This is an optimization exercise on Yosys and OpenROAD, whose aim is small area and a short achievable clock period, not a production implementation.
Only simulation tests tie the RTL to the original design; equivalence was not proved.

--- flow/run.sh ---
#!/bin/bash
# synth_recipe.tcl (not shown) runs the flow's synth.tcl, then flattens the netlist and writes it again
# the make line also repeats each setting of config.mk as NAME=value (left out here)
make -C /OpenROAD-flow-scripts/flow DESIGN_CONFIG=/design/flow/config.mk WORK_HOME=/design/flow/orfs CLKGATE_MAP_FILE= SYNTH_SCRIPT=/design/flow/synth_recipe.tcl finish
--- flow/config.mk ---
export PLATFORM = sky130hd
export DESIGN_NAME = maf_top
export DESIGN_NICKNAME = maf_top
export VERILOG_FILES = /design/flow/design.v
export SDC_FILE = /design/flow/constraint.sdc
export NUM_CORES = 4
export LEC_CHECK = 0
export CAP_MARGIN = 20
export CORE_MARGIN = 2
export CORE_UTILIZATION = 40
export SLEW_MARGIN = 20
--- flow/constraint.sdc ---
create_clock -name core_clock -period 60.0 [get_ports {clk}]
set_input_delay 12.0000 -clock core_clock [delete_from_list [all_inputs] [get_ports {clk}]]
set_output_delay 12.0000 -clock core_clock [all_outputs]
set_load 0.01 [all_outputs]
--- flow/design.v ---
`timescale 1ns/1ps
module DATAP #(parameter bits = 32)(
    input clk,
    input [1:0] func,
    input [bits-1:0] A,B,C,
    output [bits*2-1:0] result,  
    output reg [1:0] func_reg,
    output reg [bits*2-1:0] mult_out_reg,
    output reg [bits-1:0] c_reg
);
wire [bits-1:0] mux_ps1, mux_ps2;
wire [bits*2-1:0] mult_out;
always@(posedge clk) begin
    func_reg <= func;
    mult_out_reg <= mult_out;
    c_reg <= C;
end
MUX #(bits) MUX_PS1(
.A(1'b1),
.B(B),
.sel(func[0]),
.out(mux_ps1)
);
ARRAY_MULTIPLIER #(bits) MULT(
.a(A),
.b(mux_ps1),
.p(mult_out)
);
wire mux_ps2_sel;
wire [bits*2-1:0] mux_ps2_ext;
assign mux_ps2_ext = { {bits{mux_ps2[bits-1]}}, mux_ps2 };
MUX #(bits) MUX_PS2(
.A(1'b0),
.B(c_reg),
.sel(mux_ps2_sel),
.out(mux_ps2)
);
CLA #(bits*2) ADDER(
.A(mult_out_reg),
.B(mux_ps2_ext),
.Cin(1'b0),
.Sum(result),
.Cout()
);
nor(mux_ps2_sel, func_reg[1], func_reg[0]);
endmodule
module MUX #(parameter bits = 32)(
    input [bits-1:0] A, B,
    input sel,
    output [bits-1:0] out
);
assign out = sel ? A : B;
endmodule
module ARRAY_MULTIPLIER #(parameter bits = 32) (
    input [bits-1:0] a, b,
    output [bits*2-1:0] p
);
wire [bits-1:0]     carries [bits-1:1];
wire [bits*2-1:0]   sums [bits-1:1];
assign p[0] = a[0] & b[0];  
genvar i,j;
generate
    for(i=1; i < bits; i=i+1) begin : GEN_PARTIALS
        for(j=0; j < bits; j=j+1) begin: GEN_ADDERS   
            if(i==1) begin 
                if(j==0) begin
                    ADD_HALF INSTF_HA_FIRST (
                        .a(a[i]&b[j]),
                        .b(a[i-1]&b[i]),
                        .sum(p[i]),
                        .cout(carries[i][j])
                    );            
                end 
                else if(j==(bits-1)) begin
                    ADD_HALF INSTF_HA_LAST (
                        .a(a[i]&b[j]),
                        .b(carries[i][j-1]),
                        .sum(sums[i][j]),
                        .cout(carries[i][j])  
                    );
                end  
                else begin
                    FULL_ADDER INSTF_FA (
                        .a(a[i]&b[j]),
                        .b(a[i-1]&b[j+1]),
                        .cin(carries[i][j-1]),
                        .sum(sums[i][j]),
                        .cout(carries[i][j])       
                    );
                end
            end  
            else if(i==(bits-1)) begin
                if(j==0) begin 
                    ADD_HALF INSTL_HA_FIRST (
                        .a(sums[i-1][j+1]),
                        .b(a[i]&b[j]),
                        .sum(p[i+j]),
                        .cout(carries[i][j]) 
                    );                
                end
                else if(j==(bits-1)) begin
                    FULL_ADDER INSTL_FA_LAST (
                        .a(carries[i-1][j]),
                        .b(a[i]&b[j]),
                        .cin(carries[i][j-1]),
                        .sum(p[i+j]),
                        .cout(p[i+j+1])
                    );
                end
                else begin
                    FULL_ADDER INSTL_FA (
                        .a(sums[i-1][j+1]),
                        .b(a[i]&b[j]),
                        .cin(carries[i][j-1]),                  
                        .sum(p[i+j]),
                        .cout(carries[i][j])
                    );                
                end
            end  
            else begin
                if(j==0) begin
                    ADD_HALF INSTB_HA_FIRST (
                        .a(sums[i-1][j+1]),
                        .b(a[i]&b[j]),
                        .sum(p[i]),
                        .cout(carries[i][j])
                    );
                end
                else if(j==(bits-1)) begin
                    FULL_ADDER INSTB_FA_LAST (
                        .a(carries[i-1][j]),
                        .b(a[i]&b[j]),
                        .cin(carries[i][j-1]),
                        .sum(sums[i][j]),                    
                        .cout(carries[i][j])
                    );
                end
                else begin
                    FULL_ADDER INSTB_FA (
                        .a(sums[i-1][j+1]),
                        .b(a[i]&b[j]),
                        .cin(carries[i][j-1]),
                        .sum(sums[i][j]),
                        .cout(carries[i][j])                        
                    );          
                end
            end  
        end  
    end  
endgenerate
endmodule
module ADD_HALF(
    output cout,
    output sum,
    input a,
    input b
);
    xor(sum, a, b);
    and(cout, a, b);
endmodule
module PFA(
    input A, B, Cin,
    output P, G, S
);
    assign P = A ^ B;    
    assign G = A & B;    
    assign S = Cin ^ P;  
endmodule
module FULL_ADDER(
    input a,b,cin,
    output cout,sum
);
wire half1_cout, half1_sum, half2_cout;
ADD_HALF HALF1(
.cout(half1_cout),
.sum(half1_sum),
.a(a),
.b(b)
);
ADD_HALF HALF2(
.cout(half2_cout),
.sum(sum),
.a(cin),
.b(half1_sum)
);
or(cout, half2_cout, half1_cout);
endmodule
module CARRY_GEN(
    input G, P, Cin,
    output Cout    
);
assign Cout = G | P&Cin;  
endmodule
module CLA #(parameter bits = 64) (  
input [bits-1:0] A, B,  
input Cin,   
output [bits-1:0] Sum,  
output Cout  
);
wire [bits-1:0]P_in, G_in;  
wire [bits-1:0]carries;  
assign Cout = carries[bits-1];  
PFA PFA0(
.A(A[0]),
.B(B[0]),
.Cin(Cin),
.P(P_in[0]),
.G(G_in[0]),
.S(Sum[0])
);
genvar i;
generate  
    for(i=1; i<bits; i=i+1) begin : PFAS
        PFA PFA_I(
            .A(A[i]),
            .B(B[i]),
            .Cin(carries[i-1]),
            .P(P_in[i]),
            .G(G_in[i]),
            .S(Sum[i])        
        );    
    end
endgenerate
CLL #(.bits(bits)) CLL_INST(
.Cin(Cin),
.P(P_in),
.G(G_in),
.Cout(carries)
);
endmodule
module CLL #(parameter bits = 8) (
    input Cin,
    input [bits-1: 0] P, G, 
    output [bits-1: 0] Cout
);
CARRY_GEN INST0(
        .G(G[0]),
        .P(P[0]),
        .Cin(Cin),
        .Cout(Cout[0])        
);
genvar i;
generate  
    for(i=1; i < bits; i=i+1) begin : CARRIES
        CARRY_GEN INST_I(
        .G(G[i]),
        .P(P[i]),
        .Cin(Cout[i-1]),
        .Cout(Cout[i])        
        );
    end
endgenerate
endmodule
`timescale 1ns/1ps
module maf_top (
    input         clk,
    input  [1:0]  func,
    input  [31:0] A,
    input  [31:0] B,
    input  [31:0] C,
    output [63:0] result
);
DATAP #(32) DP (
    .clk(clk),
    .func(func),
    .A(A),
    .B(B),
    .C(C),
    .result(result),
    .func_reg(),
    .mult_out_reg(),
    .c_reg()
);
endmodule
==> flow_summary.html <==
<table>
<tr><th>Metric</th><th>Value</th></tr>
<tr><th colspan="2">Run status</th></tr>
<tr><td>Status</td><td>finished clean</td></tr>
<tr><th colspan="2">Logic synthesis</th></tr>
<tr><td>Nets in the synthesized netlist</td><td>3,733</td></tr>
<tr><td>Biggest area consumer among synthesized cells</td><td>sky130_fd_sc_hd__fa_1</td></tr>
<tr><td>Area contributors post-synth</td><td>sky130_fd_sc_hd__fa_1 66%, sky130_fd_sc_hd__and2_1 19%, sky130_fd_sc_hd__dfxtp_1 6.3%, sky130_fd_sc_hd__nor2b_1 1.7%, sky130_fd_sc_hd__buf_4 1.6%</td></tr>
<tr><td>Synthesis warning total</td><td>2</td></tr>
<tr><td>Gate Count Post-Synth</td><td>2,579</td></tr>
<tr><td>Number of distinct library cell variants in the gate-level netlist after synthesis</td><td>17</td></tr>
<tr><td>Register area share after synthesis</td><td>6.28%</td></tr>
<tr><td>Fraction of synthesized cell area taken by the top area cell type</td><td>65.5%</td></tr>
<tr><td>Area of the mapped netlist</td><td>31,200 µm²</td></tr>
<tr><td>Number of synthesized register bits</td><td>98</td></tr>
<tr><td>Post-synthesis average cell area</td><td>12.1 µm²</td></tr>
<tr><th colspan="2">Clocking</th></tr>
<tr><td>Count of buffers added by post-CTS timing repair for setup</td><td>0</td></tr>
<tr><td>CTS Hold Bufs</td><td>0</td></tr>
<tr><td>Root Buffer Master</td><td>sky130_fd_sc_hd__clkbuf_16</td></tr>
<tr><td>CTS tree</td><td>done</td></tr>
<tr><td>Clock buffers created by TritonCTS</td><td>9</td></tr>
<tr><td>Number of sinks handled by clock tree synthesis</td><td>98</td></tr>
<tr><td>Deepest clock path buffer count</td><td>2</td></tr>
<tr><td>Clock input transition at the sequential cells of the worst setup and hold paths</td><td>0.07 ns</td></tr>
<tr><td>Level count of the clock H-tree</td><td>3</td></tr>
<tr><td>Quantity of gates resized following cts</td><td>0</td></tr>
<tr><th colspan="2">Floorplan</th></tr>
<tr><td>Die W</td><td>283 µm</td></tr>
<tr><td>I/O pins</td><td>163</td></tr>
<tr><td>Initial core utilization</td><td>40.4%</td></tr>
<tr><td>Height of the die</td><td>283 µm</td></tr>
<tr><td>Die Area</td><td>80,300 µm²</td></tr>
<tr><td>Total number of placement rows</td><td>102</td></tr>
<tr><td>Std-Cell Core Area</td><td>77,300 µm²</td></tr>
<tr><th colspan="2">Timing</th></tr>
<tr><td>Final number of hold-violating endpoints</td><td>0</td></tr>
<tr><td>Final critical delay including setup and external delays</td><td>56.84 ns</td></tr>
<tr><td>Setup violators final</td><td>0</td></tr>
<tr><td>Setup repair after global routing missed its margin</td><td>no</td></tr>
<tr><td>Upper clock frequency limit</td><td>17.6 MHz</td></tr>
<tr><td>Post-route clock period utilization</td><td>94.7%</td></tr>
<tr><td>Worst slew slack as a fraction of its limit</td><td>31.4%</td></tr>
<tr><td>Final Max Tran Viols</td><td>0</td></tr>
<tr><td>Pin slew with the least headroom to its limit</td><td>1.02 ns</td></tr>
<tr><td>Setup TNS after final layout</td><td>0 ns</td></tr>
<tr><th colspan="2">Global routing</th></tr>
<tr><td>Global-route total usage across every layer</td><td>17.1%</td></tr>
<tr><td>Total global routing overflow</td><td>0</td></tr>
<tr><td>Number of global-route vias before repair</td><td>21,373</td></tr>
<tr><td>Maximum number of pins on one net before global-route repair</td><td>33</td></tr>
<tr><td>Initial antenna violation count</td><td>10</td></tr>
<tr><td>First-pass GRT wire length</td><td>110,000 µm</td></tr>
<tr><th colspan="2">Placement</th></tr>
<tr><td>Final weighted congestion in routability-driven placement</td><td>0.771</td></tr>
<tr><td>Count of port buffers added during placement</td><td>162</td></tr>
<tr><td>Dpl cells</td><td>3,579</td></tr>
<tr><td>Area post-placement</td><td>33,200 µm²</td></tr>
<tr><td>Final HPWL from detailed placement</td><td>53,700 µm</td></tr>
<tr><th colspan="2">Setup path</th></tr>
<tr><td>CP Launch Type</td><td>input pin</td></tr>
<tr><td>Type of the worst setup path</td><td>input pin to flip-flop</td></tr>
<tr><td>Critical path endpoint category</td><td>flip-flop</td></tr>
<tr><td>CP Buf/Inv Count</td><td>6</td></tr>
<tr><td>Required time at the endpoint of the critical path</td><td>60.34 ns</td></tr>
<tr><td>CP max stage delay</td><td>0.62 ns</td></tr>
<tr><td>Highest net fanout along the worst path</td><td>30</td></tr>
<tr><td>Crit path top cell by count</td><td>sky130_fd_sc_hd__fa_1</td></tr>
<tr><td>Data arrival at the endpoint of the critical path</td><td>57.18 ns</td></tr>
<tr><td>Worst path top cell family by delay</td><td>adder cells</td></tr>
<tr><td>Library cell contributing the largest single delay on the critical path</td><td>sky130_fd_sc_hd__fa_1</td></tr>
<tr><th colspan="2">Finish</th></tr>
<tr><td>Fill cell instance count of the final layout</td><td>7,306</td></tr>
<tr><td>Max FFs per register</td><td>64</td></tr>
<tr><td>Leading cell type in the layout, fill and taps excluded</td><td>sky130_fd_sc_hd__fa_1</td></tr>
<tr><td>Share of post-route cells with drive strength above 1</td><td>3.45%</td></tr>
<tr><td>Area used by sequential logic in the layout</td><td>1960 µm²</td></tr>
<tr><td>Most frequent cells in the layout</td><td>1,022 x sky130_fd_sc_hd__fa_1, 956 x sky130_fd_sc_hd__and2_1, 161 x sky130_fd_sc_hd__clkdlybuf4s50_1, 98 x sky130_fd_sc_hd__dfxtp_1, 85 x sky130_fd_sc_hd__nor2b_1</td></tr>
<tr><td>Area added between synthesis and finish</td><td>7.48%</td></tr>
<tr><td>Nets</td><td>3,704</td></tr>
<tr><td>Multi-input gate area in the final layout</td><td>27,700 µm²</td></tr>
<tr><td>Non-filler cells, final</td><td>3,595</td></tr>
<tr><td>Post-layout instance area</td><td>33,600 µm²</td></tr>
<tr><th colspan="2">Drt</th></tr>
<tr><td>Number of detailed-route iterations in the first pass</td><td>6</td></tr>
<tr><td>Routed via count divided by cell count</td><td>4.72</td></tr>
<tr><td>Post-detailed-routing wire length</td><td>60,100 µm</td></tr>
<tr><td>Drc violations</td><td>0</td></tr>
<tr><td>Highest routing layer actually used</td><td>met5</td></tr>
<tr><td>Antenna violation net count after detailed routing</td><td>0</td></tr>
<tr><td>Drt first-iter violations</td><td>422</td></tr>
<tr><td>Routed met1 length</td><td>23,900 µm</td></tr>
<tr><td>Via total after detailed routing</td><td>16,953</td></tr>
<tr><td>Wire length on met3</td><td>1790 µm</td></tr>
<tr><td>Routed length per placed instance</td><td>16.7 µm</td></tr>
<tr><td>Routed wl met2</td><td>33,500 µm</td></tr>
<tr><th colspan="2">Hold path</th></tr>
<tr><td>Type of the worst min-delay path</td><td>input pin to flip-flop</td></tr>
<tr><th colspan="2">Job</th></tr>
<tr><td>Maximum capacitance violations</td><td>0</td></tr>
</table>
-- worst paths after layout --
kind / start / end / slack (ns) / depth (start not counted)
max: A[0] / DP.mult_out_reg[62] / 3.16 / 100
min: C[2] / DP.c_reg[2] / 12.05 / 1
-- Yosys cell counts (all sizes together) --
cell,instances
ha,33
nor2,2
inv,72
nor2b,96
buf,101
clkbuf,159
dfxtp,98
o21ai,2
nand2,36
xor2,1
xnor2,1
fa,1022
and2,956
-- metrics by stage --
stage / hold WS [ns] / utilization, % / setup slack (ns)
finish: 12.05 / 43.4 / 3.16
global placement: 12.46 / 43.0 / 2.72
floorplan: 12.03 / - / 4.79
detailed placement: 12.45 / 43.0 / 2.28
CTS: 12.01 / 43.3 / 2.72
global route: 12.01 / 43.4 / 1.34
-- routing by layer --
layer  global-route usage [%]  vias up
li1                         -     7401
met1                     21.5     9302
met2                     31.6      198
met3                     2.27       48
met4                     3.08        4
met5                        0        -
-- area by class of cell --
class / count / share of cell area (%)
diodes: 1 / 0.00746
clock buffers: 9 / 0.671
clock inverters: 6 / 0.157
inverters: 72 / 0.805
multi-input cells: 2149 / 82.5
flip-flops and latches: 98 / 5.85
well taps: 1040 / 3.88
repair buffers: 220 / 6.11
-- logic make-up (layout without fill, tap and decap cells) --
kind of cell | after synthesis | count (layout) | share of synthesized area, %
AOI/OAI and AO/OA | 2 | 2 | 0.0321
xor gates and xnor gates | 2 | 2 | 0.0561
adders and majority gates | 1055 | 1055 | 66.8
buffers and inverters | 332 | 307 | 5.15
DFF | 98 | 98 | 6.28
other | 0 | 1 | 0
and+or+nand+nor | 1090 | 1090 | 21.6

static timing again, ports no longer ideal:
The results above use ideal ports. As a check the final layout listed here was re-extracted and re-timed, cells and wires unchanged. Step 1: set_driving_cell puts a clkbuf_16 on clk and a buf_2 on each other input, an assumption about the parent block. Step 2 times the ports against the registers' clock, not the clock port: input delays grow and output delays shrink by t, the midpoint of the rising clock arrivals with the driver on. a / b / c = ideal ports / drivers / drivers and shift; a / b = the first two.
t, ns: 0.449
slack for setup (ns): 3.160 / 3.188 / 2.739
worst setup path at the end: input to register
clock arrival spread, ns: 0.012 / 0.012
After both steps this run still meets setup and hold. The setup slack of this run moves by +0.028 ns with the drivers and by -0.421 ns with both steps.
